From an optimization exercise on the open Yosys and OpenROAD flow, aimed at small area, a short achievable clock period and few clock cycles per item; shortcuts taken in it are not production practice.
Function was checked by simulation only, so behaviour that the tests miss may differ from the original.
Power is estimated from default activity; no workload was simulated.

Setup of v20:
==> module ysyx_22040228divider, before the edit <==
module ysyx_22040228divider (
    input        wire                                       clk               ,
    input        wire                                       rst               ,
    input        wire    [63:0]                             diviser           ,
    input        wire    [63:0]                             dividend          ,
    input        wire    [7 :0]                             inst_opcode       ,
    input        wire                                       div_ready         ,
    output       wire    [63:0]                             div_rem_data      ,
    output       wire                                       div_finish
);
localparam [2:0] S_IDLE = 3'd0,
                 S_PREP = 3'd1,
                 S_CHK  = 3'd2,
                 S_RUN  = 3'd3,
                 S_FIX1 = 3'd4,
                 S_FIX2 = 3'd5,
                 S_DONE = 3'd6;
reg     [2:0]    st       ;
reg              finish   ;
reg     [63:0]   R        ;    
reg     [71:0]   D        ;    
reg     [63:0]   Q        ;    
reg     [6:0]    t        ;    
reg              ci       ;    
reg              aln      ;    
reg              wrd      ;    
reg              rem      ;    
reg              aneg     ;    
reg              bneg     ;    
reg              nfin     ;    
wire op_div   = (inst_opcode == 8'b10000110  );
wire op_divw  = (inst_opcode == 8'b01010001 );
wire op_divuw = (inst_opcode == 8'b00100101);
wire op_rem   = (inst_opcode == 8'b11000001  );
wire op_remu  = (inst_opcode == 8'b10000101 );
wire op_remw  = (inst_opcode == 8'b00010011 );
wire op_remuw = (inst_opcode == 8'b01000011);
wire i_sgn  = op_div | op_divw | op_rem | op_remw ;
wire i_wrd  = op_divw | op_divuw | op_remw | op_remuw ;
wire i_rem  = op_rem | op_remu | op_remw | op_remuw ;
wire i_aneg = i_sgn & (i_wrd ? dividend[31] : dividend[63]) ;
wire i_bneg = i_sgn & (i_wrd ? diviser[31]  : diviser[63] ) ;
wire [63:0] a_mag = {(i_wrd ? 32'b0 : (dividend[63:32] ^ {32{i_aneg}})), dividend[31:0] ^ {32{i_aneg}}} ;
wire [63:0] b_mag = {(i_wrd ? 32'b0 : (diviser[63:32]  ^ {32{i_bneg}})), diviser[31:0]  ^ {32{i_bneg}}} ;
reg [63:0] H ;
reg [63:0] hl ;
integer k, l ;
always @(*) begin
    H = R ;
    for (l = 0; l < 6; l = l + 1) begin
        hl = H ;
        for (k = 0; k < 64; k = k + 1)
            if (((k >> l) & 1) == 0)
                H[k] = hl[k] | hl[(k | (1 << l)) & ~((1 << l) - 1)] ;
    end
end
wire d_hi   = |D[71:64] ;
wire len_ge = d_hi | (|(D[63:0] & ~{1'b0, H[63:1]})) ;    
wire len_g2 = (|D[71:65]) | (|(D[64:1] & ~H)) ;           
wire d_zero = ~(|D) & ~bneg ;                             
wire [63:0] sub_b = ~D[63:0] ;
reg  [63:0] ag, ap, cg, cp, cgl, cpl ;
integer m, n ;
always @(*) begin
    ag = R & sub_b ;
    ap = R ^ sub_b ;
    cg = ag ;
    cp = ap ;
    for (n = 0; n < 6; n = n + 1) begin
        cgl = cg ;
        cpl = cp ;
        for (m = 0; m < 64; m = m + 1)
            if (((m >> n) & 1) == 1) begin
                cg[m] = cgl[m] | (cpl[m] & cgl[((m >> n) << n) - 1]) ;
                cp[m] = cpl[m] & cpl[((m >> n) << n) - 1] ;
            end
    end
end
wire [64:0] cy  = {cg | (cp & {64{ci}}), ci} ;    
wire [64:0] sub = {cy[64], ap ^ cy[63:0]} ;
wire        ge  = sub[64] & ~d_hi ;
wire idle   = (st == S_IDLE) ;
wire prep   = (st == S_PREP) ;
wire quick  = d_zero ;
wire chk_q  = (st == S_CHK) & quick ;
wire run    = (st == S_RUN) | ((st == S_CHK) & ~quick) ;
wire shift8 = run & aln & H[0] & ~len_ge ;                  
wire skip2  = run & ~shift8 & (t != 7'd0) & len_g2 ;        
wire step1  = run & ~shift8 & ~skip2 ;
wire iter   = step1 | skip2 ;
wire last   = (skip2 & (t == 7'd1)) | (step1 & (t == 7'd0)) ;
wire fin    = chk_q | (iter & last) ;                       
wire q_zero = ~(|Q[62:0]) & ~ge ;                          
wire tofix  = chk_q ? (rem ? aneg : 1'b1) : (nfin & (rem | ~q_zero)) ;    
wire [63:0] q_next = (skip2 | chk_q) ? {Q[61:0], 1'b0, chk_q & d_zero} : {Q[62:0], ge} ;
wire        use_sub = prep | (st == S_FIX2) | (ge & step1 & ~(last & ~rem)) ;
wire [63:0] r_oth   = idle ? a_mag : ((st == S_FIX1) ? 64'b0 : ((fin & ~rem) ? q_next : R)) ;
always @(posedge clk) begin
    if (idle | prep)
        D <= {8'b0, b_mag | {64{idle & i_aneg}}} ;
    else if (st == S_FIX1)
        D <= {8'b0, R} ;
    else if (shift8)
        D <= {D[63:0], {8{bneg}}} ;
    else if (skip2)
        D <= {2'b0, D[71:2]} ;
    else
        D <= {1'b0, D[71:1]} ;
    Q <= iter ? q_next : 64'b0 ;
    if (idle)
        t <= 7'd0 ;
    else if (shift8)
        t <= t + 7'd8 ;
    else if (iter)
        t <= t - (skip2 ? 7'd2 : 7'd1) ;
    if (idle)
        ci <= i_aneg | ~i_bneg ;
    else if (prep)
        ci <= ~bneg ;
    else if (st == S_FIX1)
        ci <= 1'b1 ;
    if (idle) begin
        aln  <= 1'b1 ;
        wrd  <= i_wrd ;
        rem  <= i_rem ;
        aneg <= i_aneg ;
        bneg <= i_bneg ;
        nfin <= i_rem ? i_aneg : (i_aneg ^ i_bneg) ;
    end
    else if (iter)
        aln <= 1'b0 ;
    R <= use_sub ? sub[63:0] : r_oth ;
end
always @(posedge clk) begin
    if (rst == 1'b1) begin
        st     <= S_IDLE ;
        finish <= 1'b0 ;
    end
    else begin
        case (st)
            S_IDLE : begin
                finish <= 1'b0 ;
                if (div_ready)
                    st <= i_aneg ? S_PREP : S_CHK ;
            end
            S_PREP :
                st <= S_CHK ;
            S_FIX1 :
                st <= S_FIX2 ;
            S_FIX2 : begin
                st     <= S_DONE ;
                finish <= 1'b1 ;
            end
            S_DONE : begin
                st     <= S_IDLE ;
                finish <= 1'b0 ;
            end
            default : begin    
                if (fin) begin
                    st     <= tofix ? S_FIX1 : S_DONE ;
                    finish <= ~tofix ;
                end
                else
                    st <= S_RUN ;
            end
        endcase
    end
end
assign div_finish   = finish ;
assign div_rem_data = wrd ? {{32{R[31]}}, R[31:0]} : R ;
endmodule
make LEC_CHECK=0 CAP_MARGIN=20 CORE_MARGIN=2 CORE_UTILIZATION=40 PLACE_DENSITY=0.6 SETUP_SLACK_MARGIN=1.5 SLEW_MARGIN=20 TNS_END_PERCENT=5 finish   # period 5.5 ns
run.sh (not shown) runs the stock make flow with config.mk's settings and CLKGATE_MAP_FILE= SYNTH_SCRIPT=/design/flow/synth_recipe.tcl, a recipe that flattens the netlist after the stock synthesis.
Testbench counts of v20, summed over its fixed seeds: cycles 40,989, items 3,200.
Edits applied to the flow inputs when going from v20 to v1:
--- a/flow/design.v
+++ b/flow/design.v
@@ -83,20 +83,24 @@
 wire prep   = (st == S_PREP) ;
 wire quick  = d_zero ;
 wire chk_q  = (st == S_CHK) & quick ;
 wire run    = (st == S_RUN) | ((st == S_CHK) & ~quick) ;
 wire shift8 = run & aln & H[0] & ~len_ge ;                  
-wire skip2  = run & ~shift8 & (t != 7'd0) & len_g2 ;        
+wire skip2  = run & ~shift8 & (t[6:1] != 6'd0) & len_g2 ;  
 wire step1  = run & ~shift8 & ~skip2 ;
 wire iter   = step1 | skip2 ;
-wire last   = (skip2 & (t == 7'd1)) | (step1 & (t == 7'd0)) ;
+wire last   = step1 & (t == 7'd0) ;                         
 wire fin    = chk_q | (iter & last) ;                       
 wire q_zero = ~(|Q[62:0]) & ~ge ;                          
 wire tofix  = chk_q ? (rem ? aneg : 1'b1) : (nfin & (rem | ~q_zero)) ;    
+wire [6:0] t_p8 = t + 7'd8 ;
+wire [6:0] t_m1 = t - 7'd1 ;
+wire [6:0] t_m2 = t - 7'd2 ;
+wire [63:0] q_last = {Q[62:0], ge & ~chk_q} | {63'b0, chk_q & d_zero} ;
 wire [63:0] q_next = (skip2 | chk_q) ? {Q[61:0], 1'b0, chk_q & d_zero} : {Q[62:0], ge} ;
 wire        use_sub = prep | (st == S_FIX2) | (ge & step1 & ~(last & ~rem)) ;
-wire [63:0] r_oth   = idle ? a_mag : ((st == S_FIX1) ? 64'b0 : ((fin & ~rem) ? q_next : R)) ;
+wire [63:0] r_oth   = idle ? a_mag : ((st == S_FIX1) ? 64'b0 : ((fin & ~rem) ? q_last : R)) ;
 always @(posedge clk) begin
     if (idle | prep)
         D <= {8'b0, b_mag | {64{idle & i_aneg}}} ;
     else if (st == S_FIX1)
         D <= {8'b0, R} ;
@@ -108,13 +112,15 @@
         D <= {1'b0, D[71:1]} ;
     Q <= iter ? q_next : 64'b0 ;
     if (idle)
         t <= 7'd0 ;
     else if (shift8)
-        t <= t + 7'd8 ;
-    else if (iter)
-        t <= t - (skip2 ? 7'd2 : 7'd1) ;
+        t <= t_p8 ;
+    else if (skip2)
+        t <= t_m2 ;
+    else if (step1)
+        t <= t_m1 ;
     if (idle)
         ci <= i_aneg | ~i_bneg ;
     else if (prep)
         ci <= ~bneg ;
     else if (st == S_FIX1)
[summary]
Against v20, v1 comes in 0.34 ns higher on register-to-register slack.
The fmax of v1 exceeds that of v20 by 8.5%.
In v1 the worst slack on hold paths turned out 0.0040 ns higher than in v20.
Going from v20 to v1, critical path depth has increased, number of antenna violations at the first check in global routing has decreased, part of the Yosys area used for sequential elements has increased.
The fraction of area in clock buffers and inverters in v1 sits 0.19 points above the value recorded for v20.
In the reports for v20 and v1, the smaller antenna diode instance count belongs to v1.
On sequential power: between v20 and v1, it ends up lower for v20.
[compare] base=v20 new=v1: clock power now sits higher; met1 layer wirelength in the final routing shows a reduction of 0.57%; layout inverter count without the clock tree fell 4; buffering stage count on the worst path with inverters included climbed 1.
Testbench counts of v1, summed over its fixed seeds: cycles 41,156, items 3,200.


Setup of job 101:
The RTL this note starts from:
==> flow/design.v <==
module ysyx_22040228divider (
    input        wire                                       clk               ,
    input        wire                                       rst               ,
    input        wire    [63:0]                             diviser           ,
    input        wire    [63:0]                             dividend          ,
    input        wire    [7 :0]                             inst_opcode       ,
    input        wire                                       div_ready         ,
    output       wire    [63:0]                             div_rem_data      ,
    output       wire                                       div_finish
);
localparam [2:0] S_IDLE = 3'd0,
                 S_PREP = 3'd1,
                 S_CHK  = 3'd2,
                 S_RUN  = 3'd3,
                 S_FIX1 = 3'd4,
                 S_FIX2 = 3'd5,
                 S_DONE = 3'd6;
reg     [2:0]    st       ;
reg              finish   ;
reg     [63:0]   R        ;    
reg     [71:0]   D        ;    
reg     [63:0]   Q        ;    
reg     [6:0]    t        ;    
reg              ci       ;    
reg              aln      ;    
reg              wrd      ;    
reg              rem      ;    
reg              aneg     ;    
reg              bneg     ;    
reg              nfin     ;    
wire op_div   = (inst_opcode == 8'b10000110  );
wire op_divw  = (inst_opcode == 8'b01010001 );
wire op_divuw = (inst_opcode == 8'b00100101);
wire op_rem   = (inst_opcode == 8'b11000001  );
wire op_remu  = (inst_opcode == 8'b10000101 );
wire op_remw  = (inst_opcode == 8'b00010011 );
wire op_remuw = (inst_opcode == 8'b01000011);
wire i_sgn  = op_div | op_divw | op_rem | op_remw ;
wire i_wrd  = op_divw | op_divuw | op_remw | op_remuw ;
wire i_rem  = op_rem | op_remu | op_remw | op_remuw ;
wire i_aneg = i_sgn & (i_wrd ? dividend[31] : dividend[63]) ;
wire i_bneg = i_sgn & (i_wrd ? diviser[31]  : diviser[63] ) ;
wire [63:0] a_mag = {(i_wrd ? 32'b0 : (dividend[63:32] ^ {32{i_aneg}})), dividend[31:0] ^ {32{i_aneg}}} ;
wire [63:0] b_mag = {(i_wrd ? 32'b0 : (diviser[63:32]  ^ {32{i_bneg}})), diviser[31:0]  ^ {32{i_bneg}}} ;
reg [63:0] H ;
reg [63:0] hl ;
integer k, l ;
always @(*) begin
    H = R ;
    for (l = 0; l < 6; l = l + 1) begin
        hl = H ;
        for (k = 0; k < 64; k = k + 1)
            if (((k >> l) & 1) == 0)
                H[k] = hl[k] | hl[(k | (1 << l)) & ~((1 << l) - 1)] ;
    end
end
wire d_hi   = |D[71:64] ;
wire len_ge = d_hi | (|(D[63:0] & ~{1'b0, H[63:1]})) ;    
wire len_g2 = (|D[71:65]) | (|(D[64:1] & ~H)) ;           
wire d_zero = ~(|D) & ~bneg ;                             
wire [63:0] sub_b = ~D[63:0] ;
reg  [63:0] ag, ap, cg, cp, cgl, cpl ;
integer m, n ;
always @(*) begin
    ag = R & sub_b ;
    ap = R ^ sub_b ;
    cg = ag ;
    cp = ap ;
    for (n = 0; n < 6; n = n + 1) begin
        cgl = cg ;
        cpl = cp ;
        for (m = 0; m < 64; m = m + 1)
            if (((m >> n) & 1) == 1) begin
                cg[m] = cgl[m] | (cpl[m] & cgl[((m >> n) << n) - 1]) ;
                cp[m] = cpl[m] & cpl[((m >> n) << n) - 1] ;
            end
    end
end
wire [64:0] cy  = {cg | (cp & {64{ci}}), ci} ;    
wire [64:0] sub = {cy[64], ap ^ cy[63:0]} ;
wire        ge  = sub[64] & ~d_hi ;
wire idle   = (st == S_IDLE) ;
wire prep   = (st == S_PREP) ;
wire quick  = d_zero ;
wire chk_q  = (st == S_CHK) & quick ;
wire run    = (st == S_RUN) | ((st == S_CHK) & ~quick) ;
wire shift8 = run & aln & H[0] & ~len_ge ;                  
wire skip2  = run & ~shift8 & (t != 7'd0) & len_g2 ;        
wire step1  = run & ~shift8 & ~skip2 ;
wire iter   = step1 | skip2 ;
wire last   = (skip2 & (t == 7'd1)) | (step1 & (t == 7'd0)) ;
wire fin    = chk_q | (iter & last) ;                       
wire q_zero = ~(|Q[62:0]) & ~ge ;                          
wire tofix  = chk_q ? (rem ? aneg : 1'b1) : (nfin & (rem | ~q_zero)) ;    
wire [63:0] q_next = (skip2 | chk_q) ? {Q[61:0], 1'b0, chk_q & d_zero} : {Q[62:0], ge} ;
wire        use_sub = prep | (st == S_FIX2) | (ge & step1 & ~(last & ~rem)) ;
wire [63:0] r_oth   = idle ? a_mag : ((st == S_FIX1) ? 64'b0 : ((fin & ~rem) ? q_next : R)) ;
always @(posedge clk) begin
    if (idle | prep)
        D <= {8'b0, b_mag | {64{idle & i_aneg}}} ;
    else if (st == S_FIX1)
        D <= {8'b0, R} ;
    else if (shift8)
        D <= {D[63:0], {8{bneg}}} ;
    else if (skip2)
        D <= {2'b0, D[71:2]} ;
    else
        D <= {1'b0, D[71:1]} ;
    Q <= iter ? q_next : 64'b0 ;
    if (idle)
        t <= 7'd0 ;
    else if (shift8)
        t <= t + 7'd8 ;
    else if (iter)
        t <= t - (skip2 ? 7'd2 : 7'd1) ;
    if (idle)
        ci <= i_aneg | ~i_bneg ;
    else if (prep)
        ci <= ~bneg ;
    else if (st == S_FIX1)
        ci <= 1'b1 ;
    if (idle) begin
        aln  <= 1'b1 ;
        wrd  <= i_wrd ;
        rem  <= i_rem ;
        aneg <= i_aneg ;
        bneg <= i_bneg ;
        nfin <= i_rem ? i_aneg : (i_aneg ^ i_bneg) ;
    end
    else if (iter)
        aln <= 1'b0 ;
    R <= use_sub ? sub[63:0] : r_oth ;
end
always @(posedge clk) begin
    if (rst == 1'b1) begin
        st     <= S_IDLE ;
        finish <= 1'b0 ;
    end
    else begin
        case (st)
            S_IDLE : begin
                finish <= 1'b0 ;
                if (div_ready)
                    st <= i_aneg ? S_PREP : S_CHK ;
            end
            S_PREP :
                st <= S_CHK ;
            S_FIX1 :
                st <= S_FIX2 ;
            S_FIX2 : begin
                st     <= S_DONE ;
                finish <= 1'b1 ;
            end
            S_DONE : begin
                st     <= S_IDLE ;
                finish <= 1'b0 ;
            end
            default : begin    
                if (fin) begin
                    st     <= tofix ? S_FIX1 : S_DONE ;
                    finish <= ~tofix ;
                end
                else
                    st <= S_RUN ;
            end
        endcase
    end
end
assign div_finish   = finish ;
assign div_rem_data = wrd ? {{32{R[31]}}, R[31:0]} : R ;
endmodule
module ysyx_22040228divunit (
    input        wire                                       clk               ,
    input        wire                                       rst               ,
    input        wire    [63:0]                             op1_i             ,
    input        wire    [63:0]                             op2_i             ,
    input        wire    [7 :0]                             inst_opcode_i     ,
    input        wire                                       div_ready         ,
    output       wire    [63:0]                             div_rem_data      ,
    output       wire                                       div_finish
);
ysyx_22040228divider divider2 (
    .clk              (clk            ) ,
    .rst              (rst            ) ,
    .dividend         (op1_i          ) ,
    .diviser          (op2_i          ) ,
    .inst_opcode      (inst_opcode_i  ) ,
    .div_ready        (div_ready      ) ,
    .div_rem_data     (div_rem_data   ) ,
    .div_finish       (div_finish     )
);
endmodule
Settings: LEC_CHECK=0, CAP_MARGIN=20, CORE_MARGIN=2, CORE_UTILIZATION=40, PLACE_DENSITY=0.6, SETUP_SLACK_MARGIN=1.5, SLEW_MARGIN=20; clock period 5.5 ns.
Testbench counts of job 101, summed over its fixed seeds: cycles 40,989, items 3,200.
[inputs] job 102 vs job 101
--- a/flow/design.v
+++ b/flow/design.v
@@ -82,22 +82,23 @@
 wire idle   = (st == S_IDLE) ;
 wire prep   = (st == S_PREP) ;
 wire quick  = d_zero ;
 wire chk_q  = (st == S_CHK) & quick ;
 wire run    = (st == S_RUN) | ((st == S_CHK) & ~quick) ;
 wire shift8 = run & aln & H[0] & ~len_ge ;                  
-wire skip2  = run & ~shift8 & (t != 7'd0) & len_g2 ;        
+wire skip2  = run & ~shift8 & (t[6:1] != 6'd0) & len_g2 ;  
 wire step1  = run & ~shift8 & ~skip2 ;
 wire iter   = step1 | skip2 ;
-wire last   = (skip2 & (t == 7'd1)) | (step1 & (t == 7'd0)) ;
+wire last   = step1 & (t == 7'd0) ;                         
 wire fin    = chk_q | (iter & last) ;                       
 wire q_zero = ~(|Q[62:0]) & ~ge ;                          
 wire tofix  = chk_q ? (rem ? aneg : 1'b1) : (nfin & (rem | ~q_zero)) ;    
+wire [63:0] q_last = {Q[62:0], ge & ~chk_q} | {63'b0, chk_q & d_zero} ;
 wire [63:0] q_next = (skip2 | chk_q) ? {Q[61:0], 1'b0, chk_q & d_zero} : {Q[62:0], ge} ;
 wire        use_sub = prep | (st == S_FIX2) | (ge & step1 & ~(last & ~rem)) ;
-wire [63:0] r_oth   = idle ? a_mag : ((st == S_FIX1) ? 64'b0 : ((fin & ~rem) ? q_next : R)) ;
+wire [63:0] r_oth   = idle ? a_mag : ((st == S_FIX1) ? 64'b0 : ((fin & ~rem) ? q_last : R)) ;
 always @(posedge clk) begin
     if (idle | prep)
         D <= {8'b0, b_mag | {64{idle & i_aneg}}} ;
     else if (st == S_FIX1)
         D <= {8'b0, R} ;
     else if (shift8)
==> comparison <==
- Across job 102 and job 101, the outcome is the same: a clean finish for every run.
- The switching fraction of total power reported for job 102 is smaller than that of job 101 by 0.50 points.
- Clock skew: job 102 better than job 101
- Time the final worst path needs with I/O delays and setup: job 102 vs job 101 down 340 ps
- Across both runs, fraction of the mapped netlist area in compound gates was higher for job 102 than for job 101.
- Looking at utilization, job 102 sits 4.2 points below job 101.
- Job 102 against job 101; total chip power is down by more than 10%.
- Job 102 ends up with a peak clock frequency supported by timing that is about 9% higher than in job 101.
- Summary of the comparison: post-CTS setup repair buffer count is lower in job 102, relative to job 101.
- Compared with job 101, in job 102 worst-case setup slack after placement now sits higher; share of the clock period used by the worst path now sits lower; cell count of the worst hold path now sits at about the same level.
- Compared with job 101, job 102 has extra setup slack.
Testbench counts of job 102, summed over its fixed seeds: cycles 41,156, items 3,200.

[what the ideal ports hide]
Ports are ideal in the flow. The routed layouts listed here were re-timed in OpenROAD. Step 1: set_driving_cell puts a clkbuf_16 on clk and a buf_2 on each other input, an assumption about the parent block. Step 2 times the ports against the registers' clock, not the clock port: input delays grow and output delays shrink by t, the midpoint of the rising clock arrivals with the driver on. Slacks: ideal ports / drivers / drivers and shift; pairs: ideal ports / drivers.
run	t (ns)	setup slack, ns	hold WS [ns]	slew at the worst register clock pin (ns)	cell pins on the clock port's net
v20	0.600	1.215 / 1.215 / 0.788	0.479 / 0.479 / 0.479	0.07 / 0.07	1
v1	0.599	1.551 / 1.551 / 1.033	0.483 / 0.483 / 0.483	0.07 / 0.07	1
job 101	0.599	1.224 / 1.224 / 1.116	0.485 / 0.485 / 0.485	0.07 / 0.07	1
job 102	0.597	1.560 / 1.560 / 1.023	0.459 / 0.459 / 0.459	0.07 / 0.07	1
After both steps setup and hold are still met in every run listed. For job 102, which loses most, drivers alone change the setup slack by 0.000 ns; drivers and shift together by -0.537 ns.
